What follows belongs to an exercise in optimizing a design on an open flow for small area, a short achievable clock period and few clock cycles; a production flow would make more cautious choices. At most, simulation tests tie the RTL to the original design; equivalence was not proved. Function not checked in runs 1 to 5: the RTL went through the layout flow alone. Power is estimated from default activity; no workload was simulated.

--- flow/run.sh ---
#!/bin/bash
# synth_recipe.tcl (not shown) runs the flow's synth.tcl, then flattens the netlist and writes it again
# the make line also repeats each setting of config.mk as NAME=value (left out here)
make -C /OpenROAD-flow-scripts/flow DESIGN_CONFIG=/design/flow/config.mk WORK_HOME=/design/flow/orfs CLKGATE_MAP_FILE= SYNTH_SCRIPT=/design/flow/synth_recipe.tcl finish
--- flow/config.mk ---
export PLATFORM = sky130hd
export DESIGN_NAME = day2pt2
export DESIGN_NICKNAME = day2pt2
export VERILOG_FILES = /design/flow/design.v
export SDC_FILE = /design/flow/constraint.sdc
export NUM_CORES = 4
export LEC_CHECK = 0
export CAP_MARGIN = 20
export CORE_MARGIN = 2
export CORE_UTILIZATION = 40
export SLEW_MARGIN = 20
--- flow/constraint.sdc ---
create_clock -name core_clock -period 10.0 [get_ports {clk}]
set_input_delay 2.0000 -clock core_clock [delete_from_list [all_inputs] [get_ports {clk}]]
set_output_delay 2.0000 -clock core_clock [all_outputs]
set_load 0.01 [all_outputs]
--- flow/design.v ---
`timescale 1 ps / 1 ps
module day2pt2(
  input  logic clk,
  input  logic rst,
  input logic tvalid_rx,
  output logic tready_rx,
  input logic [7:0] tdata_rx,
  input logic tlast_rx,
  output logic tvalid_tx,
  input logic tready_tx,
  output logic [31:0] tdata_tx,
  output logic tlast_tx
);
localparam logic [31:0] CUT = 32'h0410_8420;  
logic       clr;         
logic       rv;          
logic       rl;          
logic [6:0] rd;          
always @(posedge clk) begin
  clr <= rst;
  rv <= ~rst & tvalid_rx & tready_rx;
  rl <= tlast_rx;
  rd <= tdata_rx[6:0];
end
logic is_digit;
assign is_digit = ~rd[6] & rd[4] & ~(rd[3] & rd[1]);
logic       prevd;       
logic       sp;          
logic [6:0] v;           
logic       pR, pG, pB;  
logic       wR, wG, wB;  
logic       urgent;      
logic       end_flag;    
logic [6:0] mR, mG, mB;
logic [6:0] A;
logic       st1, st2;    
logic [2:0] cnt;         
logic       m1;          
logic       en2;         
logic [31:0] acc;
logic [31:0] cr;         
logic busy, last, pend, go;
assign busy = st1 | st2;
assign last = (cnt == 3'd6);
assign pend = pR | pG | pB;
logic [6:0] msel;
assign msel = ({7{pR}} & mR) | ({7{pG}} & mG) | ({7{pB}} & mB);
logic gt;
always_comb begin
  logic g, e;
  g = 1'b0; e = 1'b1;
  for (int i = 6; i >= 0; i--) begin
    g = g | (e & v[i] & ~msel[i]);
    e = e & ~(v[i] ^ msel[i]);
  end
  gt = g;
end
logic [6:0] vn;
always_comb begin
  logic [6:0] x, y, z, s, cs;
  logic c;
  x = prevd ? {v[3:0], 3'b0} : 7'd0;
  y = prevd ? {v[5:0], 1'b0} : 7'd0;
  z = {3'b0, rd[3:0]};
  cs[0] = 1'b0;
  for (int i = 0; i < 7; i++) s[i] = x[i] ^ y[i] ^ z[i];
  for (int i = 0; i < 6; i++) cs[i+1] = (x[i] & y[i]) | (x[i] & z[i]) | (y[i] & z[i]);
  c = 1'b0;
  for (int i = 0; i < 7; i++) begin
    vn[i] = s[i] ^ cs[i] ^ c;
    c = (s[i] & cs[i]) | (s[i] & c) | (cs[i] & c);
  end
end
logic [7:0] sum1;
always_comb begin
  logic c, c0, c1, b;
  logic [2:0] h0, h1;
  c = 1'b0;
  for (int i = 0; i < 4; i++) begin
    b = m1 & mR[i];
    sum1[i] = A[i] ^ b ^ c;
    c = (A[i] & b) | (A[i] & c) | (b & c);
  end
  c0 = 1'b0; c1 = 1'b1;
  for (int i = 4; i < 7; i++) begin
    b = m1 & mR[i];
    h0[i-4] = A[i] ^ b ^ c0;
    h1[i-4] = A[i] ^ b ^ c1;
    c0 = (A[i] & b) | (A[i] & c0) | (b & c0);
    c1 = (A[i] & b) | (A[i] & c1) | (b & c1);
  end
  sum1[6:4] = c ? h1 : h0;
  sum1[7]   = c ? c1 : c0;
end
logic [19:0] T;
assign T = {A, mG, mR[5:0]};
logic [31:0] addend;
assign addend = {12'd0, T & {20{en2}}};
logic [31:0] accn;
logic [31:0] crn;
always_comb begin
  logic c;
  c = 1'b0;
  crn = '0;
  for (int i = 0; i < 32; i++) begin
    if (CUT[i]) begin
      crn[i] = c;
      c = cr[i];
    end
    accn[i] = acc[i] ^ addend[i] ^ c;
    c = (acc[i] & addend[i]) | (acc[i] & c) | (addend[i] & c);
  end
end
logic carries;
assign carries = |(cr & CUT);
logic end_c;             
assign end_c = end_flag | (rv & rl);
assign go = end_c & ~busy & ~pend;
logic cmp;               
assign cmp = pend & ~busy;
logic st1_n, st2_n;
assign st1_n = go | (st1 & ~last);
assign st2_n = (st1 & last) | (st2 & ~last);
logic pR_n, pG_n, pB_n, pend_n, urgent_n, end_n;
logic newc;
assign newc = rv & sp;
assign pR_n = newc ? ( rd[4])          : (pR & ~cmp);
assign pG_n = newc ? (~rd[4] &  rd[0]) : (pG & ~cmp);
assign pB_n = newc ? (~rd[4] & ~rd[0]) : (pB & ~cmp);
assign pend_n   = pR_n | pG_n | pB_n;
assign urgent_n = pend_n & pend & (urgent | (rv & ~rd[6]));
assign end_n    = end_c & ~go;
logic busy_n;
assign busy_n = st1_n | st2_n;
logic stall_n;
assign stall_n = (pend_n & urgent_n & busy_n) |
                 (end_n & (busy_n | pend_n));
logic done;
assign done = tready_tx & ~end_flag & ~busy & ~rv & ~pend & ~carries;
always @(posedge clk) begin
  tready_rx <= ~rst & ~stall_n;
  tvalid_tx <= ~rst & ~clr & (tvalid_tx | done);
end
always @(posedge clk) begin
  if (clr) begin
    prevd <= 1'b0;
    sp <= 1'b0;
    pR <= 1'b0;
    pG <= 1'b0;
    pB <= 1'b0;
    wR <= 1'b0;
    wG <= 1'b0;
    wB <= 1'b0;
    urgent <= 1'b0;
    end_flag <= 1'b0;
    st1 <= 1'b0;
    st2 <= 1'b0;
    cnt <= 3'd0;
    m1 <= 1'b0;
    en2 <= 1'b0;
  end else begin
    if (rv) begin
      prevd <= is_digit;
      sp <= prevd & ~rd[4];
    end
    pR <= pR_n;
    pG <= pG_n;
    pB <= pB_n;
    wR <= cmp & gt & pR;
    wG <= cmp & gt & pG;
    wB <= cmp & gt & pB;
    urgent <= urgent_n;
    end_flag <= end_n;
    st1 <= st1_n;
    st2 <= st2_n;
    cnt <= (busy & ~last) ? cnt + 3'd1 : 3'd0;
    m1 <= st1_n & (st1 ? mG[1] : (wG ? v[0] : mG[0]));
    en2 <= st2_n & (st2 ? mB[5] : mB[6]);
  end
end
always @(posedge clk) begin
  if (rv & is_digit) v <= vn;
end
always @(posedge clk) begin
  if (clr) A <= '0;
  else A <= sum1[7:1];
end
always @(posedge clk) begin
  if (clr) begin
    mR <= '0;
    mG <= '0;
    mB <= '0;
  end else begin
    if (busy) begin
      if (st2 & last) mG <= '0;
      else mG <= {sum1[0], mG[6:1]};
    end else if (wG) mG <= v;
    if (last) mR <= '0;
    else if (st2) mR <= {1'b0, mG[0], mR[5:1]};
    else if (wR & ~busy) mR <= v;
    if (st2) mB <= {mB[5:0], 1'b0};
    else if (wB & ~busy) mB <= v;
  end
end
always @(posedge clk) begin
  if (clr) begin
    acc <= '0;
    cr <= '0;
  end else begin
    acc <= accn;
    cr <= crn & CUT;
  end
end
assign tdata_tx = acc;
assign tlast_tx = tvalid_tx;
endmodule
==> results of run 1 <==
synthesized netlist by cell type, drive strengths merged (2+ instances only):
| cell | instances | area, um2 |
|---|---|---|
| nor3 | 20 | 100 |
| mux2i | 5 | 50.1 |
| clkbuf | 18 | 87.6 |
| a21o | 2 | 15.0 |
| nor4b | 2 | 17.5 |
| ha | 25 | 313 |
| inv | 34 | 128 |
| nand2b | 5 | 31.3 |
| nor2 | 34 | 128 |
| o22ai | 2 | 12.5 |
| nor3b | 3 | 32.5 |
| o21ai | 2 | 10.0 |
| o211ai | 2 | 15.0 |
| a222oi | 6 | 60.1 |
| a32oi | 2 | 17.5 |
| nor2b | 30 | 188 |
| fa | 26 | 521 |
| a2111oi | 2 | 17.5 |
| a21oi | 32 | 160 |
| o32ai | 3 | 26.3 |
| and2 | 25 | 156 |
| o21a | 3 | 22.5 |
| dfxtp | 93 | 1860 |
| or3 | 2 | 13.8 |
| o2111ai | 2 | 17.5 |
| xor2 | 3 | 26.3 |
| xnor2 | 6 | 52.6 |
| nand2 | 31 | 116 |
| buf | 5 | 31.3 |
| a22oi | 13 | 97.6 |
| edfxtp | 7 | 210 |
worst max-delay path by stage:
stage	from	end	slack [ns]
floorplan	en2	acc[9]	7.30
global placement	tready_tx	tvalid_tx	6.91
detailed placement	tready_tx	tvalid_tx	6.89
CTS	acc[11]	tdata_tx[11]	6.72
global route	acc[11]	tdata_tx[11]	6.67
finish	acc[13]	tdata_tx[13]	6.75
cells by family (layout without fill, tap and decap cells):
kind of cell    after synthesis  after routing  share of synthesized area
compound gates               77             77                      0.112
flops                       100            100                      0.448
simple gates                156            156                      0.175
buf+inv                      57             96                     0.0533
fa+ha+maj                    51             51                      0.180
mux                           6              6                     0.0133
xor+xnor                      9              9                     0.0171
placed cells by master (no fill, tap or decap), types with 3 or more instances in the layout:
cell type and n:
clkbuf_16 10, mux2i_1 5, inv_1 34, a22oi_1 13, fa_1 26, dfxtp_1 92, xnor2_1 6, nor3_1 20
a21oi_1 32, nand2_1 31, and2_1 25, o21a_1 3, edfxtp_1 7, a222oi_1 6, ha_1 25, nand2b_1 5
clkbuf_8 3, clkdlybuf4s50_1 45, o32ai_1 3, nor2b_1 30, xor2_1 3, nor2_1 34
registers in the layout (all words and copies together), names as in the netlist, 3 cells and up:
name and count:
A 7, acc 32, cnt 3, cr 5, mB 7, mG 7, mR 7, rd 6
v 7
metrics by stage:
step | cells | hold slack, ns | setup WS (ns) | power [uW] | instance area, um2
finish | 638 | 0.441 | 6.75 | 790 | 5460
CTS | 638 | 0.446 | 6.72 | 800 | 5460
detailed placement | 622 | 0.431 | 6.89 | 441 | 5140
floorplan | 456 | 0.417 | 7.30 | 432 | 4620
global placement | 622 | 0.426 | 6.91 | 441 | 5140
global route | 638 | 0.470 | 6.67 | 819 | 5460
layout make-up:
| cell class | instances | area, um2 | area share |
|---|---|---|---|
| inverters | 34 | 128 | 0.0234 |
| well taps | 143 | 179 | 0.0328 |
| repair buffers | 46 | 458 | 0.0838 |
| flip-flops and latches | 100 | 2070 | 0.380 |
| clock inverters | 3 | 25.0 | 0.00458 |
| clock buffers | 13 | 292 | 0.0534 |
| multi-input cells | 299 | 2310 | 0.422 |
report_power, final:
group | total (uW) | switching (uW) | leakage [uW] | internal [uW]
Clock | 358 | 152 | 0.000154 | 206
Combinational | 18.5 | 9.68 | 0.00120 | 8.79
Sequential | 413 | 6.60 | 0.000816 | 407
routing by layer:
metal  wire (um)  track usage
met5           0            0
met4         107       0.0461
met3         400       0.0441
met2        4200        0.238
met1        4440        0.218
==> notes.md, run 1 <==
Yosys Warn Count 1; Routed WL 9.15 mm; via count 3247; Overflow after GRT 0; hpwl dp 6.53 mm; post-synthesis cell area 4620 um2; total CTS buffers 9; Slew HR 0.341; CP delay by family, top buffers and inverters; Setup CP Type flop to primary output; die width 111 um; Mapped Nets 520; setup TNS 0 ns; Hold Crit Start tready_rx; Critical Path Fanout Max 2; worst reg-to-reg path cell count 8; row cnt 39; clk buf depth 2; WP data arrival 1.25 ns; largest net degree at the start of global routing 48; DR vias/cell 5.09; CTS tree done; Final setup viols 0; Worst setup SP type flop; Core Region 11400 um2; critical path capture point type primary output; Seq/Total Area, Yosys 0.448; vias in the first global route 3163; share of layout cells above drive strength 1 0.0485; Worst Hold Class flop to flop; crit-path cells clkdlybuf4s50_1; Fill cells 1074; H-Tree Depth 3; mean post-synth cell area 10.1 um2; post_cts resized 0; Setup Buffers After CTS 0; crit path time final 3.25 ns; synthesized flop and latch total 100; Synth cell types 48; Final Skew 0.00356 ns; Crit Reg-Reg Startpoint en2; CP max-delay cell clkdlybuf4s50_1; Pleak 0.00217 uW; Max Cap Viol 0; fin nets 554; number of DRC markers in iteration 0 188; Worst-Skew Late Latency 0.34 ns; pwr/cell area 145 nW/um2; DIE HEIGHT 111 um; Antenna diodes 0; FMAX 307 MHz; Peak VDD IR 0.120 mV; fin. max-slew vios 0; Worst-Margin Slew 0.987 ns; drt drc 0; number of synthesized flops with an enable pin 7; RSZ-0062 raised after global routing no; gr usage total 0.156; buffer and inverter count on the worst path 1; Root Buffer clkbuf_16; Final Hold Fails 0; Critical Path RT 8.00 ns; GPL Wtd Cong 0.879; first-pass GRT wire length 15.5 mm; total iterations of the first detailed-routing run 6; Crit. path cell count 1; Post-CTS Hold Buffers 0; Hold EP rv; status complete, no violations; Post-Syn Instances 456; number of port buffers 45; Initial Utilization 0.406; FF-to-FF setup slack 7.05 ns; Primary FF master, synth dfxtp_1; Synth async-reset ratio 0; crit-path max cell delay 0.55 ns; Num Clock Sinks 100; Area Growth Syn to Fin 18.2%; die area 12400 um2; post-route ant nets 0; initial antenna violation count 0; per-cell routed wire length 14.3 um; Worst-path clk slew 0.07 ns; Core Util, Final 0.480; Final Cycle Share 0.325; I/O pin count 48; worst hold path cell count 2; R2R Path End acc[9]
==> run 2: changes to the inputs <==
==> flow/flow/run.sh (new file) <==
#!/bin/bash
# The standard layout, with plain buffers on the ports instead of the delay
# buffers buffer_ports picks by default.  Everything else is the standard.sh.
set -euo pipefail
export BUFFER_PORTS_ARGS="-buffer_cell sky130_fd_sc_hd__buf_1"
bash standard.sh > make_finish.log 2>&1
==> flow/standard.sh (new file) <==
#!/bin/bash
# synth_recipe.tcl (not shown) runs the flow's synth.tcl, then flattens the netlist and writes it again
# the make line also repeats each setting of config.mk as NAME=value (left out here)
make -C /OpenROAD-flow-scripts/flow DESIGN_CONFIG=/design/flow/config.mk WORK_HOME=/design/flow/orfs CLKGATE_MAP_FILE= SYNTH_SCRIPT=/design/flow/synth_recipe.tcl "${@:-finish}"
removed: flow/run.sh
==> notes.md, run 2 <==
fin. max-slew vios 0 (unchanged); Routed WL 9.13 mm (-0.26%); Peak VDD IR 0.122 mV (+2.0%); H-Tree Depth 3 (unchanged); DR vias/cell 5.10 (+0.30%); clk buf depth 2 (unchanged); Hold Crit Start tready_rx; Post-CTS Hold Buffers 0 (unchanged); pwr/cell area 151 nW/um2 (+4.7%); Slew HR 0.354 (+0.0133); Root Buffer clkbuf_16; GPL Wtd Cong 0.871 (-0.97%); FMAX 343 MHz (+12%); largest net degree at the start of global routing 52 (+8.3%); R2R Path End acc[9]; first-pass GRT wire length 15.5 mm (+0.14%); post_cts resized 0 (unchanged); die width 111 um (unchanged); Antenna diodes 0 (unchanged); RSZ-0062 raised after global routing no; Met3 Routed Length 468 um (+17%); number of synthesized flops with an enable pin 7 (unchanged); Crit Reg-Reg Startpoint en2; worst reg-to-reg path cell count 8 (unchanged); mean post-synth cell area 10.1 um2 (unchanged); Critical Path Fanout Max 20 (+18); worst slack at placement 7.06 ns (+0.163 ns); Worst setup SP type flop; Yosys Warn Count 1 (unchanged); setup TNS 0 ns (unchanged); total iterations of the first detailed-routing run 5 (-1); crit path time final 2.92 ns (-0.339 ns); Final Skew 0.00905 ns (+0.00549 ns); per-cell routed wire length 14.3 um (-0.42%); crit-path cells and2_1, fa_1, fa_1, fa_1, fa_1, inv_1, fa_1, nor2_1; Initial Utilization 0.406 (unchanged); synthesized flop and latch total 100 (unchanged); die area 12400 um2 (unchanged); Final WS setup 7.08 ns (+0.339 ns); row cnt 39 (unchanged); fin nets 555 (+0.18%); Final Cycle Share 0.292 (-0.0339); number of port buffers 45 (unchanged); Worst-Margin Slew 0.967 ns (-0.0199 ns); Synth async-reset ratio 0 (unchanged); Worst-path clk slew 0.07 ns (about the same); max FFs per register 32 (unchanged); Max Cap Viol 0 (unchanged); I/O pin count 48 (unchanged); Seq/Total Area, Yosys 0.448 (unchanged); Worst Hold Class flop to flop; DIE HEIGHT 111 um (unchanged); Num Clock Sinks 100 (unchanged); leading cell type in the layout, fill and taps excluded dfxtp_1; WL met1 4.48 mm (+0.88%); cell mode on critical path fa_1; Core Region 11400 um2 (unchanged); total CTS buffers 9 (unchanged); status complete, no violations; Setup CP Type flop to flop; Overflow after GRT 0 (unchanged); Hold EP rv; CP max-delay cell dfxtp_1; Setup Buffers After CTS 0 (unchanged); Final Hold Fails 0 (unchanged); WP data arrival 3.20 ns (+1.95 ns); critical path capture point type flop; initial antenna violation count 0 (unchanged); Setup crit start en2; post-synthesis cell area 4620 um2 (unchanged); vias in the first global route 3162 (-0.032%); number of DRC markers in iteration 0 160 (-15%); met2 WL 3.99 mm (-5.1%); CTS tree done; FF-to-FF setup slack 7.08 ns (+0.03 ns); top cell type's share of synthesized area 0.403 (unchanged); top layer in use met4; worst hold path cell count 2 (unchanged); ranking of synthesized cells by area dfxtp_1 (40%), fa_1 (11%), ha_1 (6.8%); via count 3262 (+0.46%); hpwl dp 6.52 mm (-0.19%); Mapped Nets 520 (unchanged); crit-path max cell delay 0.48 ns (-0.07 ns); Primary FF master, synth dfxtp_1; share of layout cells above drive strength 1 0.0484 (-0.0000978); Critical Path RT 10.28 ns (+2.28 ns); gr usage total 0.156 (-0.000267); Synth cell types 48 (unchanged); Worst-Skew Late Latency 0.35 ns (about the same); Final setup viols 0 (unchanged); most common library cells after synthesis dfxtp_1 (93), inv_1 (34), nor2_1 (34), a21oi_1 (32), nand2_1 (31); post-route ant nets 0 (unchanged); Pleak 0.00207 uW (-4.7%); Area Growth Syn to Fin 11.8%; Synth area leader dfxtp_1; Post-Syn Instances 456 (unchanged); most frequent cells in the layout dfxtp_1 (92), buf_1 (45), nor2_1 (34), inv_1 (34), a21oi_1 (32); Top reg by flops acc; drt drc 0 (unchanged); most frequent cell after synthesis dfxtp_1
## run 2: per-layer routing
metal / GRT usage / vias up
li1: - / 1612
met1: 0.218 / 1557
met3: 0.0370 / 16
met5: 0 / -
met4: 0.0609 / 0
met2: 0.234 / 77
## run 2: logic make-up after synthesis
kind of cell / share of synthesized area
and+or+nand+nor: 0.175
DFF: 0.448
AOI/OAI and AO/OA: 0.112
buffers and inverters: 0.0533
adders and majority gates: 0.180
xor gates and xnor gates: 0.0171
muxes: 0.0133
## run 2: layout make-up
| class | instances | area [um2] |
|---|---|---|
| fill | 1119 | 6200 |
| multi-input combinational | 299 | 2300 |
| sequential | 100 | 2070 |
| clock buffer | 10 | 239 |
| timing repair buffer | 47 | 181 |
| tap | 143 | 179 |
| inverter | 34 | 128 |
| clock inverter | 6 | 62.6 |
## run 2: critical path, delay by kind of cell, from the launching register on
| kind | cells | cell delay [ns] |
|---|---|---|
| fa+ha+maj | 5 | 1.92 |
| buf+inv | 1 | 0.08 |
| flops | 1 | 0.48 |
| simple gates | 2 | 0.36 |
## run 2: power breakdown
part	total (uW)	switching (uW)	internal, uW
combinational	15.5	9.96	5.57
sequential	413	6.26	407
clock	354	153	201
## run 2: through the flow
| step | cells | util | area, um2 | hold slack (ns) | power, uW |
|---|---|---|---|---|---|
| 6_report | 639 | 0.454 | 5160 | 0.439 | 782 |
| 3_3_place_gp | 622 | 0.427 | 4860 | 0.425 | 437 |
| 3_5_place_dp | 623 | 0.428 | 4860 | 0.441 | 438 |
| 4_1_cts | 639 | 0.454 | 5160 | 0.452 | 791 |
| 2_1_floorplan | 456 | - | 4620 | 0.417 | 432 |
| 5_1_grt | 639 | 0.454 | 5160 | 0.477 | 809 |
## run 2: worst max path at each step
stage          endpoint  slack, ns  cells after the start
2_1_floorplan    acc[9]       7.30                      9
3_3_place_gp     acc[9]       7.11                      8
3_5_place_dp     acc[9]       7.06                      8
4_1_cts          acc[9]       7.04                      8
5_1_grt          acc[9]       6.87                      8
6_report         acc[9]       7.08                      8
==> run 3: changes to the inputs <==
--- a/flow/config.mk
+++ b/flow/config.mk
@@ -8,4 +8,6 @@
 export CAP_MARGIN = 20
 export CORE_MARGIN = 2
 export CORE_UTILIZATION = 40
+export CTS_BUF_LIST = sky130_fd_sc_hd__clkbuf_8
+export CTS_CLUSTER_SIZE = 40
 export SLEW_MARGIN = 20
==> notes.md, run 3 <==
Area Growth Syn to Fin 9.59%; Setup Buffers After CTS 0 (unchanged); Critical Path RT 8.00 ns (-2.28 ns); Synth async-reset ratio 0 (unchanged); fin. max-slew vios 0 (unchanged); number of DRC markers in iteration 0 179 (+12%); worst slack at placement 7.06 ns (unchanged); Worst-Skew Late Latency 0.39 ns (+0.04 ns); Final setup viols 0 (unchanged); drt drc 0 (unchanged); vias in the first global route 3163 (+0.032%); GPL Wtd Cong 0.871 (unchanged); crit-path max cell delay 0.37 ns (-0.11 ns); DIE HEIGHT 111 um (unchanged); gr usage total 0.155 (-0.00104); Top reg by flops acc; Fill cells 1122 (+0.27%); worst reg-to-reg path cell count 8 (unchanged); Post-Syn Instances 456 (unchanged); post-route ant nets 0 (unchanged); Final Cell Area 5060 um2 (-2.0%); post_cts resized 0 (unchanged); placed instance area 4860 um2 (unchanged); initial antenna violation count 0 (unchanged); Overflow after GRT 0 (unchanged); critical path capture point type primary output; row cnt 39 (unchanged); Synth area leader dfxtp_1; Crit. path cell count 1 (-7); first-pass GRT wire length 15.5 mm (-0.40%); clk buf depth 2 (unchanged); hpwl dp 6.52 mm (unchanged); Core Region 11400 um2 (unchanged); ranking of synthesized cells by area dfxtp_1 (40%), fa_1 (11%), ha_1 (6.8%); Primary FF master, synth dfxtp_1; post-synthesis cell area 4620 um2 (unchanged); most frequent cells in the layout dfxtp_1 (92), buf_1 (45), nor2_1 (34), inv_1 (34), a21oi_1 (32); Crit Reg-Reg Startpoint en2; WP data arrival 0.92 ns (-2.28 ns); Initial Utilization 0.406 (unchanged); fin nets 555 (unchanged); Hold Crit Start tready_rx; buffer and inverter count on the worst path 1 (unchanged); WL met1 4.37 mm (-2.4%); Yosys Warn Count 1 (unchanged); per-cell routed wire length 14.3 um (+0.15%); Core Util, Final 0.445 (-0.00891); Worst-Margin Slew 0.974 ns (+0.00672 ns); number of synthesized flops with an enable pin 7 (unchanged); die area 12400 um2 (unchanged); CP max-delay cell dfxtp_1; final hold slack 0.438 ns (-0.000454 ns); Critical Path Fanout Max 2 (-90%); setup TNS 0 ns (unchanged); Final Cycle Share 0.292 (+0.000973); leading cell type in the layout, fill and taps excluded dfxtp_1; Root Buffer clkbuf_8; top layer in use met4; most common library cells after synthesis dfxtp_1 (93), inv_1 (34), nor2_1 (34), a21oi_1 (32), nand2_1 (31); DR vias/cell 5.08 (-0.58%); crit-path cells buf_1; top cell type's share of synthesized area 0.403 (unchanged); Max Cap Viol 0 (unchanged); I/O pin count 48 (unchanged); Num Clock Sinks 100 (unchanged); Mapped Nets 520 (unchanged); Final Hold Fails 0 (unchanged); RSZ-0062 raised after global routing no; Setup CP Type flop to primary output; number of port buffers 45 (unchanged); Worst-path clk slew 0.09 ns (+0.02 ns); Pleak 0.00202 uW (-2.2%); max FFs per register 32 (unchanged); Final WS setup 7.08 ns (-0.00973 ns); Slew HR 0.350 (-0.00448); Routed WL 9.14 mm (+0.15%); synthesized flop and latch total 100 (unchanged); FMAX 342 MHz (-0.33%); via count 3243 (-0.58%); Setup crit start acc[31]; Antenna diodes 0 (unchanged); Final Skew 0.0197 ns (+0.0107 ns); Post-CTS Hold Buffers 0 (unchanged); Worst Hold Class flop to flop; mean post-synth cell area 10.1 um2 (unchanged); met2 WL 4.06 mm (+1.8%); largest net degree at the start of global routing 52 (unchanged); Seq/Total Area, Yosys 0.448 (unchanged); die width 111 um (unchanged); total CTS buffers 9 (unchanged); CP delay by family, top flip-flops; Met3 Routed Length 543 um (+16%); share of layout cells above drive strength 1 0.0484 (unchanged); total iterations of the first detailed-routing run 5 (unchanged); CTS tree done; Worst setup SP type flop; Peak VDD IR 0.0877 mV (-28%); pwr/cell area 137 nW/um2 (-9.4%); status complete, no violations; crit path time final 2.92 ns (+0.00973 ns); worst hold path cell count 2 (unchanged); Synth cell types 48 (unchanged); H-Tree Depth 3 (unchanged); most frequent cell after synthesis dfxtp_1
run 3: cell count changes in the layout (fill, tap and decap cells not counted):
cell and delta:
clkbuf_16 -9, clkbuf_8 +9
run 3: cell families (layout without fill, tap and decap cells):
family,Yosys count,after routing,synth area share
DFF,100,100,0.448
muxes,6,6,0.0133
and+or+nand+nor,156,156,0.175
adders and majority gates,51,51,0.180
AOI/OAI and AO/OA,77,77,0.112
xor gates and xnor gates,9,9,0.0171
buffers and inverters,57,97,0.0533
run 3: final timing paths:
kind                       end  slack, ns
hold / removal              rv       0.44
setup / recovery  tdata_tx[31]       7.08
setup reg to reg        acc[9]       7.08
hold reg to reg             rv       0.44
run 3: per-layer routing:
metal | up-vias | track usage
met5 | - | 0
met4 | 0 | 0.0584
met3 | 15 | 0.0370
met2 | 90 | 0.234
met1 | 1532 | 0.217
li1 | 1606 | -
run 3: through the flow:
step | std cells | power, uW
finish | 639 | 695
global placement | 622 | 437
CTS | 639 | 701
detailed placement | 623 | 438
floorplan | 456 | 432
global route | 639 | 718
run 3: power by group:
part           internal, uW  switching [uW]  leakage, uW
Clock                   123             144     0.000106
Combinational          5.57            9.97      0.00110
Sequential              407            6.28     0.000816
Total                   535             160      0.00202
run 3: final cells by class:
cell class,count,area (um2),area share
Multi-Input combinational cell,299,2300,0.455
Sequential cell,100,2070,0.409
Timing Repair Buffer,47,181,0.0358
Tap cell,143,179,0.0353
Clock buffer,10,138,0.0272
Inverter,34,128,0.0252
Clock inverter,6,62.6,0.0124
run 3: worst min-delay path: cells and delay by family, from the launching register on:
kind             cells  cell delay (ns)
DFF                  1             0.32
and+or+nand+nor      2             0.09
==> run 4: changes to the inputs <==
--- a/flow/design.v
+++ b/flow/design.v
@@ -11,7 +11,7 @@
   output logic [31:0] tdata_tx,
   output logic tlast_tx
 );
-localparam logic [31:0] CUT = 32'h0410_8420;  
+localparam logic [31:0] CUT = 32'h0411_1110;  
 logic       clr;         
 logic       rv;          
 logic       rl;          
@@ -60,7 +60,7 @@
   logic [6:0] x, y, z, s, cs;
   logic c;
   x = prevd ? {v[3:0], 3'b0} : 7'd0;
-  y = prevd ? {v[5:0], 1'b0} : 7'd0;
+  y = prevd ? {2'b0, v[3:0], 1'b0} : 7'd0;
   z = {3'b0, rd[3:0]};
   cs[0] = 1'b0;
   for (int i = 0; i < 7; i++) s[i] = x[i] ^ y[i] ^ z[i];
==> flow/flow/run.sh (replaced) <==
#!/bin/bash
# The standard layout, with plain buffers on the ports instead of the delay
# buffers buffer_ports picks by default, and a smaller clock tree.
set -euo pipefail
export BUFFER_PORTS_ARGS="-buffer_cell sky130_fd_sc_hd__buf_1"
export CTS_ARGS="-sink_clustering_enable -repair_clock_nets -buf_list sky130_fd_sc_hd__clkbuf_8 -sink_clustering_size 40 -dont_use_dummy_load"
bash standard.sh > make_finish.log 2>&1
--- a/flow/config.mk
+++ b/flow/config.mk
@@ -8,6 +8,4 @@
 export CAP_MARGIN = 20
 export CORE_MARGIN = 2
 export CORE_UTILIZATION = 40
-export CTS_BUF_LIST = sky130_fd_sc_hd__clkbuf_8
-export CTS_CLUSTER_SIZE = 40
 export SLEW_MARGIN = 20
==> notes.md, run 4 <==
Final Skew 0.0192 ns (-0.000571 ns); Setup Buffers After CTS 0 (unchanged); Seq/Total Area, Yosys 0.452 (+0.00348); die width 112 um (about the same); Fill cells 1120 (-0.18%); Yosys Warn Count 1 (unchanged); Hold EP rv; top cell type's share of synthesized area 0.406 (+0.00356); WP data arrival 3.26 ns (+2.34 ns); Core Region 11400 um2 (unchanged); crit-path cells buf_1, or4b_2, nor3_1, a41oi_1, nor3_1; Crit Reg-Reg Startpoint mR[0]; Setup CP Type primary input to flop; most common library cells after synthesis dfxtp_1 (94), nor2_1 (43), inv_1 (41), nand2_1 (41), nor2b_1 (26); Sw Pwr 137 uW (-14%); first-pass GRT wire length 16.1 mm (+4.0%); total CTS buffers 9 (unchanged); crit path time final 2.97 ns (+0.0423 ns); die area 12500 um2 (+0.18%); FMAX 337 MHz (-1.4%); number of DRC markers in iteration 0 222 (+24%); Critical Path Fanout Max 1 (-1); crit-path max cell delay 0.59 ns (+0.22 ns); cell mode on critical path nor3_1; worst hold path cell count 2 (unchanged); Met3 Routed Length 482 um (-11%); total iterations of the first detailed-routing run 7 (+2); Max Cap Viol 0 (unchanged); share of total power in sequential cells 0.654 (+0.060); Area Growth Syn to Fin 8.16%; Synth area leader dfxtp_1; Placed Cells 632 (+1.4%); number of port buffers 45 (unchanged); max FFs per register 32 (unchanged); most frequent cell after synthesis dfxtp_1; share of layout cells above drive strength 1 0.0361 (-0.0122); Worst Hold Class flop to flop; Initial Utilization 0.407 (+0.000770); fin. max-slew vios 0 (unchanged); Worst-path clk slew 0.09 ns (about the same); Final Cycle Share 0.297 (+0.00423); clock network fraction of total power 0.321 (-0.062); Pleak 0.00190 uW (-5.9%); setup TNS 0 ns (unchanged); GPL Wtd Cong 0.873 (+0.22%); hpwl dp 6.67 mm (+2.3%); Final setup viols 0 (unchanged); initial antenna violation count 0 (unchanged); RSZ-0062 raised after global routing no; Synth async-reset ratio 0 (unchanged); Top reg by flops acc; WL met1 4.36 mm (-0.27%); leading cell type in the layout, fill and taps excluded dfxtp_1; Switching Share 0.216 (-0.0138); Root Buffer clkbuf_8; fin nets 562 (+1.3%); Mapped Nets 527 (+1.3%); post-synthesis cell area 4630 um2 (+0.19%); Critical Path RT 10.29 ns (+2.29 ns); top layer in use met4; Synth cell types 49 (+2.1%); clk buf depth 2 (unchanged); via count 3237 (-0.19%); largest net degree at the start of global routing 71 (+37%); gr usage total 0.161 (+0.00589); Peak VDD IR 0.0885 mV (+0.90%); Num Clock Sinks 101 (+1.0%); per-cell routed wire length 14.4 um (+0.97%); worst reg-to-reg path cell count 9 (+1); synthesized flop and latch total 101 (+1.0%); CTS tree done; status complete, no violations; buffer and inverter count on the worst path 1 (unchanged); number of synthesized flops with an enable pin 7 (unchanged); row cnt 39 (unchanged); Worst-Margin Slew 0.990 ns (+0.0160 ns); ranking of synthesized cells by area dfxtp_1 (41%), fa_1 (11%), ha_1 (6.5%); Final Hold Fails 0 (unchanged); DR vias/cell 5.05 (-0.50%); vias in the first global route 3291 (+4.0%); CP max-delay cell or4b_2; Post-CTS Hold Buffers 0 (unchanged); drt drc 0 (unchanged); CP delay by family, top simple AND/OR/NAND/NOR gates; post_cts resized 0 (unchanged); Antenna diodes 0 (unchanged); Primary FF master, synth dfxtp_1; I/O pin count 48 (unchanged); FF-to-FF setup slack 7.29 ns (+0.21 ns); combinational cell fraction of total power 0.025 (+0.003); Slew HR 0.338 (-0.0122); Crit. path cell count 5 (+4); critical path capture point type flop; met2 WL 4.28 mm (+5.4%); Post-Syn Instances 465 (+2.0%); Worst setup SP type primary input; Routed WL 9.26 mm (+1.3%); pwr/cell area 126 nW/um2 (-7.9%); Worst-Skew Late Latency 0.36 ns (-0.03 ns); Overflow after GRT 0 (unchanged); Pint 496 uW (-7.2%); H-Tree Depth 3 (unchanged); mean post-synth cell area 9.96 um2 (-1.7%); DIE HEIGHT 112 um (about the same); R2R Path End A[6]; fin cells 641 (+0.31%); post-route ant nets 0 (unchanged); most frequent cells in the layout dfxtp_1 (93), buf_1 (45), nor2_1 (43), nand2_1 (41), inv_1 (41); Hold Crit Start tready_rx
-- run 4: cell types whose count changed after synthesis, sizes merged, moves of 3 or more --
cell    previous run  this run
mux2i              5         9
o21ai              2         5
buf                5        12
nor2              34        43
a211oi             1         5
nor3              20        15
and2              25        19
nor2b             30        26
a21oi             32        24
clkbuf            18        11
nand2             31        41
inv               34        41
-- run 4: kinds of logic (layout without fill, tap and decap cells) --
group           count (synthesis)  after routing  synth area share
buf+inv                        64             97            0.0570
xor+xnor                        9              9            0.0170
mux                            10             10            0.0219
compound gates                 76             76             0.114
simple gates                  156            156             0.165
fa+ha+maj                      49             49             0.173
flops                         101            101             0.452
-- run 4: worst max-delay path by stage --
stage,from,to,slack [ns]
final,tready_tx,tvalid_tx,7.03
after global routing,tready_tx,tvalid_tx,6.98
after CTS,tready_tx,tvalid_tx,7.02
after detailed placement,tready_tx,tvalid_tx,6.64
after global placement,tready_tx,tvalid_tx,6.60
after floorplan,tready_tx,tvalid_tx,6.98
-- run 4: cell type report --
class,count,area (um2),area share
Multi-Input combinational cell,300,2270,0.454
Sequential cell,101,2090,0.418
Timing Repair Buffer,47,184,0.0367
Tap cell,143,179,0.0357
Inverter,41,154,0.0307
Clock buffer,9,124,0.0247
-- run 4: worst register-to-register path, cell delays in order (launching register included) --
cell	delay (ns)
dfxtp_1	0.37
and2_1	0.16
ha_1	0.19
fa_1	0.38
fa_1	0.39
fa_1	0.42
nand2b_1	0.19
a2bb2oi_1	0.26
o22ai_1	0.14
a21oi_1	0.15
-- run 4: layer usage --
layer,vias to the layer above,global-route usage
met5,-,0
met4,0,0.0593
met3,11,0.0359
met2,90,0.255
met1,1523,0.217
li1,1613,-
-- run 4: through the flow --
step / util / setup slack, ns / cell area, um2 / power, uW / hold slack, ns
6_report: 0.440 / 7.03 / 5010 / 633 / 0.425
4_1_cts: 0.440 / 7.02 / 5010 / 644 / 0.434
3_5_place_dp: 0.430 / 6.64 / 4880 / 440 / 0.432
2_1_floorplan: - / 6.98 / 4630 / 434 / 0.423
3_3_place_gp: 0.430 / 6.60 / 4880 / 439 / 0.434
5_1_grt: 0.440 / 6.98 / 5010 / 661 / 0.463
-- run 4: power groups by stage --
stage,registers (uW),clock network [uW],logic (uW)
after floorplan,422,0,11.9
after global placement,423,0,16.0
after detailed placement,423,0,16.2
after CTS,414,214,16.3
after global routing,415,228,18.1
final,414,203,16.0
==> run 5: changes to the inputs <==
==> flow/flow/run.sh (replaced) <==
#!/bin/bash
# The standard layout, with plain buffers on the ports instead of the delay
# buffers buffer_ports picks by default, and a smaller clock tree.
set -euo pipefail
export BUFFER_PORTS_ARGS="-buffer_cell sky130_fd_sc_hd__buf_1"
export CTS_ARGS="-sink_clustering_enable -repair_clock_nets -buf_list sky130_fd_sc_hd__clkbuf_8 -sink_clustering_size 100 -sink_clustering_max_diameter 300 -dont_use_dummy_load"
bash standard.sh > make_finish.log 2>&1
==> notes.md, run 5 <==
critical path capture point type flop; vias in the first global route 3291 (unchanged); worst hold path cell count 2 (unchanged); Critical Path Fanout Max 1 (unchanged); Worst-Skew Late Latency 0.36 ns (about the same); I/O pin count 48 (unchanged); Synth Area in Compound Gates 0.114 (unchanged); initial antenna violation count 0 (unchanged); Max Cap Viol 0 (unchanged); DIE HEIGHT 112 um (unchanged); Synth async-reset ratio 0 (unchanged); total CTS buffers 9 (unchanged); fin nets 562 (unchanged); hpwl dp 6.67 mm (unchanged); Peak VDD IR 0.0885 mV (unchanged); max FFs per register 32 (unchanged); crit-path cells buf_1, or4b_2, nor3_1, a41oi_1, nor3_1; Setup crit start tready_tx; post-synthesis adder-cell area fraction 0.173 (unchanged); Pleak 0.00190 uW (unchanged); buffer and inverter count on the worst path 1 (unchanged); Primary FF master, synth dfxtp_1; FF-to-FF setup slack 7.29 ns (about the same); drt drc 0 (unchanged); H-Tree Depth 3 (unchanged); post_cts resized 0 (unchanged); cell mode on critical path nor3_1; gr usage total 0.161 (unchanged); die width 112 um (unchanged); number of synthesized flops with an enable pin 7 (unchanged); first-pass GRT wire length 16.1 mm (unchanged); Slew HR 0.338 (unchanged); leading cell type in the layout, fill and taps excluded dfxtp_1; fin. max-slew vios 0 (unchanged); Overflow after GRT 0 (unchanged); CTS tree done; top cell type's share of synthesized area 0.406 (unchanged); share of layout cells above drive strength 1 0.0361 (unchanged); post-synthesis cell area 4630 um2 (unchanged); Top reg by flops acc; number of DRC markers in iteration 0 222 (unchanged); Setup CP Type primary input to flop; Critical Path RT 10.29 ns (about the same); Core Util, Final 0.440 (unchanged); post-synthesis simple-gate area fraction 0.165 (unchanged); ranking of synthesized cells by area dfxtp_1 (41%), fa_1 (11%), ha_1 (6.5%); most frequent cells in the layout dfxtp_1 (93), buf_1 (45), nor2_1 (43), nand2_1 (41), inv_1 (41); Setup Buffers After CTS 0 (unchanged); per-cell routed wire length 14.4 um (unchanged); number of port buffers 45 (unchanged); crit-path max cell delay 0.59 ns (about the same); Worst setup SP type primary input; CP max-delay cell or4b_2; XOR/XNOR Fraction of Synth Area 0.0170 (unchanged); DR vias/cell 5.05 (unchanged); Num Clock Sinks 101 (unchanged); Mapped Nets 527 (unchanged); row cnt 39 (unchanged); Core Region 11400 um2 (unchanged); Final Skew 0.0192 ns (unchanged); crit path time final 2.97 ns (unchanged); total iterations of the first detailed-routing run 7 (unchanged); placed instance area 4880 um2 (unchanged); Yosys Warn Count 1 (unchanged); RSZ-0062 raised after global routing no; Post-Syn Instances 465 (unchanged); post-route ant nets 0 (unchanged); clk buf depth 2 (unchanged); synthesized flop and latch total 101 (unchanged); Crit Reg-Reg Startpoint mR[0]; die area 12500 um2 (unchanged); Final setup viols 0 (unchanged); Crit. path cell count 5 (unchanged); Root Buffer clkbuf_8; main combinational cell family by area after synthesis adder cells; mean post-synth cell area 9.96 um2 (unchanged); FMAX 337 MHz (unchanged); status complete, no violations; Worst Hold Class flop to flop; via count 3237 (unchanged); most common library cells after synthesis dfxtp_1 (94), nor2_1 (43), inv_1 (41), nand2_1 (41), nor2b_1 (26); worst reg-to-reg path cell count 9 (unchanged); total power 633 uW (unchanged); Fill cells 1120 (unchanged); Post-CTS Hold Buffers 0 (unchanged); CP delay by family, top simple AND/OR/NAND/NOR gates; GPL Wtd Cong 0.873 (unchanged); most frequent cell after synthesis dfxtp_1; Final Hold Fails 0 (unchanged); final hold slack 0.425 ns (unchanged); Synth area leader dfxtp_1; pwr/cell area 126 nW/um2 (unchanged); Final Cycle Share 0.297 (unchanged); largest net degree at the start of global routing 71 (unchanged); Initial Utilization 0.407 (unchanged); mux share of post-synthesis cell area 0.0219 (unchanged); Worst-path clk slew 0.09 ns (about the same); Synth cell types 49 (unchanged); Worst-Margin Slew 0.990 ns (unchanged); Hold Crit Start tready_rx; setup TNS 0 ns (unchanged); Final Cell Area 5010 um2 (unchanged); Area Growth Syn to Fin 8.16% (unchanged); Seq/Total Area, Yosys 0.452 (unchanged); Routed WL 9.26 mm (unchanged); Antenna diodes 0 (unchanged); WP data arrival 3.26 ns (about the same)
[run 5: logic make-up (layout without fill, tap and decap cells)]
logic type      Yosys count  after routing
compound gates           76             76
xor+xnor                  9              9
fa+ha+maj                49             49
buf+inv                  64             97
flops                   101            101
mux                      10             10
simple gates            156            156
[run 5: worst paths after layout]
check	end
setup / recovery	tvalid_tx
hold / removal	rv
setup reg to reg	A[6]
hold reg to reg	rv
[run 5: per-layer routing]
layer | vias up | wire length, um | track usage
li1 | 1613 | - | -
met1 | 1523 | 4360 | 0.217
met2 | 90 | 4280 | 0.255
met3 | 11 | 482 | 0.0359
met4 | 0 | 135 | 0.0593
met5 | - | 0 | 0
[run 5: final cells by class]
| type | count | area, um2 | area share |
|---|---|---|---|
| timing repair buffer | 47 | 184 | 0.0367 |
| sequential | 101 | 2090 | 0.418 |
| clock buffer | 9 | 124 | 0.0247 |
| inverter | 41 | 154 | 0.0307 |
| tap | 143 | 179 | 0.0357 |
| multi-input combinational | 300 | 2270 | 0.454 |
[run 5: worst reg2reg max path, cell delays in order (launching register included)]
cell	delay (ns)
dfxtp_1	0.37
and2_1	0.16
ha_1	0.19
fa_1	0.38
fa_1	0.39
fa_1	0.42
nand2b_1	0.19
a2bb2oi_1	0.26
o22ai_1	0.14
a21oi_1	0.15
[run 5: power breakdown]
| group | internal (uW) | total, uW | switching, uW |
|---|---|---|---|
| sequential | 410 | 414 | 4.07 |
| combinational | 5.09 | 16.0 | 10.9 |
| clock | 81.0 | 203 | 122 |
[run 5: metrics by stage]
step / worst slack, ns / cells
2_1_floorplan: 6.98 / 465
3_3_place_gp: 6.60 / 632
3_5_place_dp: 6.64 / 632
4_1_cts: 7.02 / 641
5_1_grt: 6.98 / 641
6_report: 7.03 / 641
==> run 6: changes to the inputs <==
--- a/flow/design.v
+++ b/flow/design.v
@@ -135,11 +135,11 @@
 logic stall_n;
 assign stall_n = (pend_n & urgent_n & busy_n) |
                  (end_n & (busy_n | pend_n));
-logic done;
-assign done = tready_tx & ~end_flag & ~busy & ~rv & ~pend & ~carries;
-always @(posedge clk) begin
+logic idle_r;
+always @(posedge clk) begin
+  idle_r <= ~end_flag & ~busy & ~rv & ~pend & ~carries & ~(tvalid_rx & tready_rx);
   tready_rx <= ~rst & ~stall_n;
-  tvalid_tx <= ~rst & ~clr & (tvalid_tx | done);
+  tvalid_tx <= ~rst & ~clr & (tvalid_tx | (tready_tx & idle_r));
 end
 always @(posedge clk) begin
   if (clr) begin
==> flow/flow/run.sh (replaced) <==
#!/bin/bash
# The standard layout, with plain buffers on the ports instead of the delay
# buffers buffer_ports picks by default, and a smaller clock tree.
set -euo pipefail
export BUFFER_PORTS_ARGS="-buffer_cell sky130_fd_sc_hd__buf_1"
export CTS_ARGS="-sink_clustering_enable -repair_clock_nets -root_buf sky130_fd_sc_hd__clkbuf_16 -buf_list sky130_fd_sc_hd__clkbuf_16 -sink_clustering_size 100 -sink_clustering_max_diameter 500 -dont_use_dummy_load"
bash standard.sh > make_finish.log 2>&1
==> notes.md, run 6 <==
total iterations of the first detailed-routing run 5 (-2); Max Cap Viol 0 (unchanged); ranking of synthesized cells by area dfxtp_1 (41%), fa_1 (11%), ha_1 (6.5%); vias in the first global route 3197 (-2.9%); crit-path cells buf_1; H-Tree Depth 3 (unchanged); Post-Syn Instances 467 (+0.43%); Yosys Warn Count 1 (unchanged); Peak VDD IR 0.118 mV (+33%); crit-path max cell delay 0.37 ns (-0.22 ns); Setup Buffers After CTS 0 (unchanged); Pint 578 uW (+17%); Seq/Total Area, Yosys 0.454 (+0.00236); WP data arrival 0.90 ns (-2.36 ns); Hold EP cnt[0]; Worst setup SP type flop; number of synthesized flops with an enable pin 7 (unchanged); Post-CTS Hold Buffers 0 (unchanged); RSZ-0062 raised after global routing no; R2R Path End v[6]; Final Skew 0.0283 ns (+0.00917 ns); CTS tree done; post-route ant nets 0 (unchanged); gr usage total 0.156 (-0.00463); Antenna diodes 0 (unchanged); Synth area leader dfxtp_1; Slew HR 0.350 (+0.0121); post-synthesis adder-cell area fraction 0.172 (-0.000745); combinational cell fraction of total power 0.019 (-0.006); Top reg by flops acc; DIE HEIGHT 112 um (+0.21%); first-pass GRT wire length 15.4 mm (-4.0%); synthesized flop and latch total 102 (+0.99%); post-synthesis simple-gate area fraction 0.168 (+0.00252); Synth cell types 46 (-6.1%); Final WS setup 7.10 ns (+0.0622 ns); Setup CP Type flop to primary output; Hold Crit Start cnt[0]; I/O pin count 48 (unchanged); mean post-synth cell area 9.96 um2 (about the same); critical path capture point type primary output; Critical Path Fanout Max 2 (+1); Overflow after GRT 0 (unchanged); clock network fraction of total power 0.399 (+0.078); most common library cells after synthesis dfxtp_1 (95), nor2_1 (42), inv_1 (40), nand2_1 (40), nor2b_1 (27); Final Hold Fails 0 (unchanged); row cnt 39 (unchanged); max FFs per register 32 (unchanged); FF-to-FF setup slack 7.34 ns (+0.05 ns); die width 112 um (+0.21%); Core Region 11400 um2 (unchanged); number of DRC markers in iteration 0 321 (+45%); crit path time final 2.90 ns (-0.0622 ns); placed instance area 4910 um2 (+0.61%); number of port buffers 45 (unchanged); Worst-Margin Slew 0.972 ns (-0.0180 ns); drt drc 0 (unchanged); Crit Reg-Reg Startpoint v[1]; largest net degree at the start of global routing 40 (-44%); fin nets 564 (+0.36%); Mapped Nets 529 (+0.38%); setup TNS 0 ns (unchanged); most frequent cell after synthesis dfxtp_1; Root Buffer clkbuf_16; Area Growth Syn to Fin 10.5%; fin. max-slew vios 0 (unchanged); per-cell routed wire length 14.1 um (-2.4%); Worst-Skew Late Latency 0.35 ns (about the same); Worst-path clk slew 0.07 ns (-0.02 ns); hpwl dp 6.76 mm (+1.4%); GPL Wtd Cong 0.906 (+3.8%); share of layout cells above drive strength 1 0.0340 (-0.00214); XOR/XNOR Fraction of Synth Area 0.0170 (-0.0000733); worst slack at placement 7.34 ns (+0.707 ns); Final Cell Area 5140 um2 (+2.6%); initial antenna violation count 0 (unchanged); via count 3211 (-0.80%); main combinational cell family by area after synthesis adder cells; FMAX 344 MHz (+2.1%); leading cell type in the layout, fill and taps excluded dfxtp_1; Synth Area in Compound Gates 0.110 (-0.00399); Initial Utilization 0.409 (+0.00176); clk buf depth 2 (unchanged); post_cts resized 0 (unchanged); Worst Hold Class flop to flop; Synth async-reset ratio 0 (unchanged); Primary FF master, synth dfxtp_1; Switching Share 0.200 (-0.0164); Critical Path RT 8.00 ns (-2.29 ns); buffer and inverter count on the worst path 1 (unchanged); die area 12500 um2 (+0.42%); CP delay by family, top flip-flops; total CTS buffers 9 (unchanged); Final Cycle Share 0.290 (-0.00622); DR vias/cell 4.99 (-1.1%); post-synthesis cell area 4650 um2 (+0.43%); share of total power in sequential cells 0.583 (-0.071); Routed WL 9.06 mm (-2.1%); Num Clock Sinks 102 (+0.99%); Sw Pwr 145 uW (+5.5%); Pleak 0.00196 uW (+3.2%); worst reg-to-reg path cell count 10 (+1); most frequent cells in the layout dfxtp_1 (94), buf_1 (45), nor2_1 (42), nand2_1 (40), inv_1 (40); top cell type's share of synthesized area 0.409 (+0.00256); status complete, no violations; final hold slack 0.459 ns (+0.0334 ns); CP max-delay cell dfxtp_1; worst hold path cell count 1 (-1); mux share of post-synthesis cell area 0.0240 (+0.00206); pwr/cell area 141 nW/um2 (+11%); Final setup viols 0 (unchanged)
run 6: changes by cell type after synthesis, moves of 2 or more:
cell      previous run  this run
nor3_1              15        13
nand2b_1             3         5
buf_1                5         3
clkbuf_1            11        14
nor4_1               1         4
run 6: logic make-up after synthesis:
kind of cell | after synthesis
and+or+nand+nor | 159
buffers and inverters | 63
DFF | 102
muxes | 11
adders and majority gates | 49
AOI/OAI and AO/OA | 74
xor gates and xnor gates | 9
run 6: final cells by class:
| class | instances | area [um2] |
|---|---|---|
| clock buffers | 9 | 225 |
| flip-flops and latches | 102 | 2110 |
| multi-input cells | 302 | 2290 |
| fillers | 1111 | 6230 |
| repair buffers | 47 | 184 |
| inverters | 40 | 150 |
| well taps | 143 | 179 |
run 6: per-stage QoR:
stage	utilization	instances	total power, uW
5_1_grt	0.452	643	750
3_3_place_gp	0.432	634	443
6_report	0.452	643	723
2_1_floorplan	-	467	438
4_1_cts	0.452	643	734
3_5_place_dp	0.432	634	444
run 6: worst max-delay path by stage:
stage	slack, ns	depth (start not counted)	endpoint	startpoint
finish	7.10	1	tdata_tx[10]	acc[10]
global route	7.03	1	tdata_tx[6]	acc[6]
CTS	7.07	1	tdata_tx[10]	acc[10]
detailed placement	7.34	10	v[6]	v[1]
global placement	7.39	9	A[6]	mR[0]
floorplan	7.49	1	tvalid_tx	tvalid_tx
run 6: power by group through the flow:
stage          clock (uW)  sequential, uW  combinational, uW
2_1_floorplan           0             426               11.8
3_3_place_gp            0             430               13.4
3_5_place_dp            0             430               13.7
4_1_cts               299             421               13.7
5_1_grt               313             422               15.4
6_report              288             421               13.5
run 6: per-layer routing:
metal / track usage / wire (um) / vias up
met4: 0.0675 / 204 / 0
met5: 0 / 0 / -
li1: - / - / 1623
met3: 0.0474 / 478 / 16
met2: 0.253 / 4290 / 96
met1: 0.193 / 4090 / 1476
Testbench counts of run 6, summed over its fixed seeds: cycles 53,690.
==> run 7: changes to the inputs <==
==> flow/flow/run.sh (replaced) <==
#!/bin/bash
# The standard layout, with plain buffers on the ports instead of the delay
# buffers buffer_ports picks by default, and a smaller clock tree.
set -euo pipefail
export BUFFER_PORTS_ARGS="-buffer_cell sky130_fd_sc_hd__buf_1"
export CTS_ARGS="-sink_clustering_enable -repair_clock_nets -buf_list sky130_fd_sc_hd__clkbuf_8 -sink_clustering_size 40 -dont_use_dummy_load"
bash standard.sh > make_finish.log 2>&1
==> notes.md, run 7 <==
status complete, no violations; worst slack at placement 7.34 ns (unchanged); Worst-Skew Late Latency 0.39 ns (+0.04 ns); Synth cell types 46 (unchanged); Fill cells 1121 (+0.90%); most frequent cell after synthesis dfxtp_1; Final Hold Fails 0 (unchanged); max FFs per register 32 (unchanged); Placed Cells 634 (unchanged); Seq/Total Area, Yosys 0.454 (unchanged); initial antenna violation count 0 (unchanged); crit-path max cell delay 0.38 ns (about the same); Synth Area in Compound Gates 0.110 (unchanged); Post-Syn Instances 467 (unchanged); most common library cells after synthesis dfxtp_1 (95), nor2_1 (42), inv_1 (40), nand2_1 (40), nor2b_1 (27); main combinational cell family by area after synthesis adder cells; Final WS setup 7.05 ns (-0.0462 ns); per-cell routed wire length 14.0 um (-0.64%); total iterations of the first detailed-routing run 6 (+1); worst hold path cell count 1 (unchanged); DR vias/cell 5.00 (about the same); fin. max-slew vios 0 (unchanged); Antenna diodes 0 (unchanged); CP delay by family, top flip-flops; Synth area leader dfxtp_1; die width 112 um (unchanged); Yosys Warn Count 1 (unchanged); drt drc 0 (unchanged); most frequent cells in the layout dfxtp_1 (94), buf_1 (45), nor2_1 (42), nand2_1 (40), inv_1 (40); Setup Buffers After CTS 0 (unchanged); via count 3214 (+0.093%); Post-CTS Hold Buffers 0 (unchanged); Final Cycle Share 0.295 (+0.00462); number of DRC markers in iteration 0 359 (+12%); fin nets 564 (unchanged); I/O pin count 48 (unchanged); number of synthesized flops with an enable pin 7 (unchanged); Critical Path Fanout Max 2 (unchanged); row cnt 39 (unchanged); synthesized flop and latch total 102 (unchanged); Hold Crit Start cnt[0]; R2R Path End v[6]; Final setup viols 0 (unchanged); Synth async-reset ratio 0 (unchanged); post-synthesis simple-gate area fraction 0.168 (unchanged); H-Tree Depth 3 (unchanged); Crit Reg-Reg Startpoint v[1]; Overflow after GRT 0 (unchanged); ranking of synthesized cells by area dfxtp_1 (41%), fa_1 (11%), ha_1 (6.5%); share of layout cells above drive strength 1 0.0340 (unchanged); Initial Utilization 0.409 (unchanged); buffer and inverter count on the worst path 1 (unchanged); vias in the first global route 3192 (-0.16%); CTS tree done; Peak VDD IR 0.112 mV (-5.0%); Root Buffer clkbuf_8; Hold EP cnt[0]; Reg area 2110 um2 (unchanged); Critical Path RT 8.00 ns (about the same); number of port buffers 45 (unchanged); Max Cap Viol 0 (unchanged); first-pass GRT wire length 15.5 mm (+0.31%); Worst-Margin Slew 0.965 ns (-0.00664 ns); WP data arrival 0.95 ns (+0.05 ns); Worst setup SP type flop; RSZ-0062 raised after global routing no; Primary FF master, synth dfxtp_1; critical path capture point type primary output; total CTS buffers 9 (unchanged); worst reg-to-reg path cell count 10 (unchanged); die area 12500 um2 (unchanged); Final Skew 0.0412 ns (+0.0129 ns); multi-input combinational cell area 2290 um2 (unchanged); top cell type's share of synthesized area 0.409 (unchanged); Routed WL 9.00 mm (-0.64%); post-synthesis adder-cell area fraction 0.172 (unchanged); post-route ant nets 0 (unchanged); hpwl dp 6.76 mm (unchanged); Worst-path clk slew 0.10 ns (+0.03 ns); FMAX 339 MHz (-1.6%); XOR/XNOR Fraction of Synth Area 0.0170 (unchanged); mean post-synth cell area 9.96 um2 (unchanged); largest net degree at the start of global routing 40 (unchanged); Final Cell Area 5040 um2 (-2.0%); gr usage total 0.158 (+0.00185); DIE HEIGHT 112 um (unchanged); Slew HR 0.354 (+0.00444); crit path time final 2.95 ns (+0.0462 ns); CP max-delay cell dfxtp_1; pwr/cell area 126 nW/um2 (-10%); Setup CP Type flop to primary output; crit-path cells buf_1; clk buf depth 2 (unchanged); mux share of post-synthesis cell area 0.0240 (unchanged); post_cts resized 0 (unchanged); Area Growth Syn to Fin 8.34%; FF-to-FF setup slack 7.34 ns (about the same); Core Region 11400 um2 (unchanged); Num Clock Sinks 102 (unchanged); fin cells 643 (unchanged); Top reg by flops acc; post-synthesis cell area 4650 um2 (unchanged); Mapped Nets 529 (unchanged); setup TNS 0 ns (unchanged); GPL Wtd Cong 0.906 (unchanged); Pleak 0.00191 uW (-2.4%); leading cell type in the layout, fill and taps excluded dfxtp_1; Worst Hold Class flop to flop; placed instance area 4910 um2 (unchanged)
## run 7: cell counts after synthesis
Identical to the previous run, type by type.
## run 7: report_power, final
part	internal, uW	switching, uW
registers	414	6.27
clock network	80.8	122
logic	5.04	8.45
total	500	137
## run 7: how the worst max path moves through the flow
| stage | endpoint | from | cells past startpoint | slack [ns] |
|---|---|---|---|---|
| 4_1_cts | tdata_tx[10] | acc[10] | 1 | 7.01 |
| 5_1_grt | tdata_tx[6] | acc[6] | 1 | 6.96 |
| 3_5_place_dp | v[6] | v[1] | 10 | 7.34 |
| 3_3_place_gp | A[6] | mR[0] | 9 | 7.39 |
| 6_report | tdata_tx[10] | acc[10] | 1 | 7.05 |
| 2_1_floorplan | tvalid_tx | tvalid_tx | 1 | 7.49 |
## run 7: area by class of cell
cell class,instances,share of cell area
clock buffer,9,0.0246
timing repair buffer,47,0.0365
tap,143,0.0355
multi-input combinational,302,0.454
sequential,102,0.420
inverter,40,0.0298
## run 7: layer usage
metal  routed length [um]  track usage  part of all wire  vias to the layer above
li1                     -            -                 -                     1618
met1                 4100        0.195              0.46                     1496
met2                 4170        0.254              0.46                       82
met3                  493       0.0561             0.055                       18
met4                  242       0.0626             0.027                        0
met5                    0            0                 0                        -
## run 7: logic make-up (layout without fill, tap and decap cells)
family                     count (synthesis)  in the layout
AOI/OAI and AO/OA                         74             74
DFF                                      102            102
and+or+nand+nor                          159            159
xor gates and xnor gates                   9              9
buffers and inverters                     63             96
adders and majority gates                 49             49
muxes                                     11             11
## run 7: metrics by stage
stage | hold slack [ns] | power [uW] | utilization
6_report | 0.460 | 637 | 0.443
5_1_grt | 0.466 | 665 | 0.443
4_1_cts | 0.456 | 647 | 0.443
3_5_place_dp | 0.449 | 444 | 0.432
3_3_place_gp | 0.442 | 443 | 0.432
2_1_floorplan | 0.423 | 438 | -
==> run 8: changes to the inputs <==
==> flow/flow/run.sh (replaced) <==
#!/bin/bash
# The standard layout, with plain buffers on the ports instead of the delay
# buffers buffer_ports picks by default, a smaller clock tree, and timing
# repair aimed at a shorter period than the clock's.
set -euo pipefail
export BUFFER_PORTS_ARGS="-buffer_cell sky130_fd_sc_hd__buf_1"
export CTS_ARGS="-sink_clustering_enable -repair_clock_nets -buf_list sky130_fd_sc_hd__clkbuf_8 -sink_clustering_size 40 -dont_use_dummy_load"
export SETUP_SLACK_MARGIN=7.25
bash standard.sh > make_finish.log 2>&1
==> notes.md, run 8 <==
I/O pin count 48 (unchanged); total iterations of the first detailed-routing run 6 (unchanged); number of DRC markers in iteration 0 269 (-25%); Fill cells 1062 (-5.3%); Worst Hold Class flop to flop; clk buf depth 2 (unchanged); WP data arrival 0.84 ns (-0.11 ns); Top reg by flops acc; ranking of synthesized cells by area dfxtp_1 (41%), fa_1 (11%), ha_1 (6.5%); FMAX 352 MHz (+3.7%); Final Skew 0.0438 ns (+0.00259 ns); CP max-delay cell dfxtp_2; Num Clock Sinks 102 (unchanged); vias in the first global route 3321 (+4.0%); Slew HR 0.349 (-0.00545); Primary FF master, synth dfxtp_1; initial antenna violation count 0 (unchanged); Routed WL 9.33 mm (+3.6%); Overflow after GRT 0 (unchanged); post-synthesis simple-gate area fraction 0.168 (unchanged); max FFs per register 32 (unchanged); Initial Utilization 0.409 (unchanged); Mapped Nets 529 (unchanged); Worst-Margin Slew 0.974 ns (+0.00814 ns); hpwl dp 6.76 mm (unchanged); largest net degree at the start of global routing 40 (unchanged); setup TNS 0 ns (unchanged); top cell type's share of synthesized area 0.409 (unchanged); most frequent cells in the layout dfxtp_1 (60), nor2_1 (42), nand2_1 (40), inv_1 (40), dfxtp_2 (35); Post-CTS Hold Buffers 0 (unchanged); GPL Wtd Cong 0.906 (unchanged); most frequent cell after synthesis dfxtp_1; post-route ant nets 0 (unchanged); Synth Area in Compound Gates 0.110 (unchanged); Synth async-reset ratio 0 (unchanged); number of port buffers 45 (unchanged); multi-input combinational cell area 2290 um2 (+0.27%); Root Buffer clkbuf_8; first-pass GRT wire length 15.9 mm (+2.9%); gr usage total 0.162 (+0.00389); H-Tree Depth 3 (unchanged); crit-path cells buf_6; mean post-synth cell area 9.96 um2 (unchanged); most common library cells after synthesis dfxtp_1 (95), nor2_1 (42), inv_1 (40), nand2_1 (40), nor2b_1 (27); CTS tree done; fin. max-slew vios 0 (unchanged); DR vias/cell 5.00 (+0.12%); DIE HEIGHT 112 um (unchanged); Synth area leader dfxtp_1; number of synthesized flops with an enable pin 7 (unchanged); per-cell routed wire length 14.1 um (+0.63%); Reg area 2160 um2 (+2.0%); final hold slack 0.460 ns (-0.00000300 ns); Final Hold Fails 0 (unchanged); Worst setup SP type flop; fin nets 583 (+3.4%); drt drc 0 (unchanged); leading cell type in the layout, fill and taps excluded dfxtp_1; RSZ-0062 raised after global routing yes; via count 3313 (+3.1%); CP delay by family, top flip-flops; Yosys Warn Count 1 (unchanged); Final Cycle Share 0.284 (-0.0106); main combinational cell family by area after synthesis adder cells; Peak VDD IR 0.116 mV (+3.2%); Antenna diodes 0 (unchanged); mux share of post-synthesis cell area 0.0240 (unchanged); buffer and inverter count on the worst path 1 (unchanged); Seq/Total Area, Yosys 0.454 (unchanged); synthesized flop and latch total 102 (unchanged); Max Cap Viol 0 (unchanged); Pleak 0.00221 uW (+15%); crit-path max cell delay 0.34 ns (-0.04 ns); row cnt 39 (unchanged); Core Region 11400 um2 (unchanged); Critical Path Fanout Max 2 (unchanged); die area 12500 um2 (unchanged); Final setup viols 0 (unchanged); Worst-Skew Late Latency 0.39 ns (about the same); post-synthesis cell area 4650 um2 (unchanged); share of layout cells above drive strength 1 0.204 (+0.170); pwr/cell area 116 nW/um2 (-8.0%); total CTS buffers 9 (unchanged); die width 112 um (unchanged); Setup CP Type flop to primary output; Worst-path clk slew 0.10 ns (about the same); post-synthesis adder-cell area fraction 0.172 (unchanged); Area Growth Syn to Fin 17.8%; critical path capture point type primary output; Synth cell types 46 (unchanged); Post-Syn Instances 467 (unchanged); Critical Path RT 8.00 ns (about the same); crit path time final 2.84 ns (-0.106 ns); status complete, no violations; XOR/XNOR Fraction of Synth Area 0.0170 (unchanged)
[run 8: cell counts after synthesis]
No cell type changed its count.
[run 8: final timing paths]
check	from	to	slack [ns]	cells past startpoint
worst max-delay path	acc[6]	tdata_tx[6]	7.16	1
worst min-delay path	cnt[0]	cnt[0]	0.46	1
worst max register to register	m1	A[6]	7.43	9
worst min register to register	cnt[0]	cnt[0]	0.46	1
[run 8: final cells by class]
class / instances / area share
Tap cell: 143 / 0.0327
Clock buffer: 9 / 0.0226
Sequential cell: 102 / 0.393
Inverter: 40 / 0.0274
Timing Repair Buffer: 66 / 0.105
Multi-Input combinational cell: 302 / 0.419
[run 8: repair_timing]
action	in CTS	in global routing
setup buffers	16	3
resized for setup	102	1
setup endpoints to repair	35	38
[run 8: cell families after synthesis]
group,after synthesis
muxes,11
buffers and inverters,63
xor gates and xnor gates,9
AOI/OAI and AO/OA,74
and+or+nand+nor,159
adders and majority gates,49
DFF,102
[run 8: metal layers]
metal	routed length (um)	GRT usage	vias up
met3	462	0.0566	26
met2	4370	0.265	89
li1	-	-	1657
met4	280	0.0626	0
met1	4220	0.196	1541
met5	0	0	-
[run 8: per-stage QoR]
stage          instance area, um2   util  setup WS (ns)  std cells  power (uW)
2_1_floorplan                4650      -           7.49        467         438
3_3_place_gp                 4910  0.432           7.39        634         443
3_5_place_dp                 4910  0.432           7.34        634         444
4_1_cts                      5450  0.479           7.12        659         648
5_1_grt                      5480  0.482           7.10        662         665
6_report                     5480  0.482           7.16        662         637
[run 8: where the power goes]
| part | total, uW | internal (uW) | switching [uW] | leakage (uW) |
|---|---|---|---|---|
| Sequential | 421 | 414 | 6.27 | 0.000852 |
| Clock | 203 | 80.8 | 122 | 0.0000647 |
| Combinational | 14.1 | 5.48 | 8.57 | 0.00129 |
[run 8: worst register-to-register path, cell delays in order, from the launching register on]
cell       delay (ns)
dfxtp_1          0.35
and2_1           0.17
ha_1             0.18
fa_1             0.38
fa_1             0.39
fa_1             0.42
nand2b_1         0.19
a2bb2oi_2        0.18
o22ai_1          0.10
a21oi_1          0.14

[static timing again, ports no longer ideal]
No port has a modelled driver above. Below, the same layouts with a new extraction and two added sets of constraints. Step 1 sets driving cells, clkbuf_16 on the clock port and buf_2 on the other inputs (assumed; they add their load-dependent delay and slew). Step 2 also shifts input and output timing later by t, the mid clock arrival at the registers, as if the neighbouring blocks saw the same clock. Three values: ideal ports, drivers, drivers and shift; two values: the first two.
run | t (ns) | setup WS [ns] | clock arrival spread, ns | slew at the worst register clock pin (ns) | worst data-port slew with drivers (ns)
run 1 | 0.380 | 6.746 / 6.708 / 6.870 | 0.004 / 0.004 | 0.07 / 0.07 | 0.05
run 2 | 0.383 | 7.085 / 7.073 / 7.085 | 0.009 / 0.009 | 0.07 / 0.07 | 0.05
run 3 | 0.410 | 7.075 / 7.040 / 7.082 | 0.020 / 0.020 | 0.11 / 0.11 | 0.05
run 4 | 0.389 | 7.033 / 7.041 / 6.652 | 0.020 / 0.020 | 0.09 / 0.09 | 0.04
run 5 | 0.389 | 7.033 / 7.041 / 6.652 | 0.020 / 0.020 | 0.09 / 0.09 | 0.04
run 6 | 0.377 | 7.095 / 7.054 / 7.337 | 0.028 / 0.028 | 0.07 / 0.07 | 0.03
run 7 | 0.397 | 7.049 / 7.017 / 7.343 | 0.042 / 0.042 | 0.10 / 0.10 | 0.03
run 8 | 0.398 | 7.155 / 7.123 / 7.431 | 0.044 / 0.044 | 0.10 / 0.10 | 0.03
After both steps every run listed still meets setup and hold.
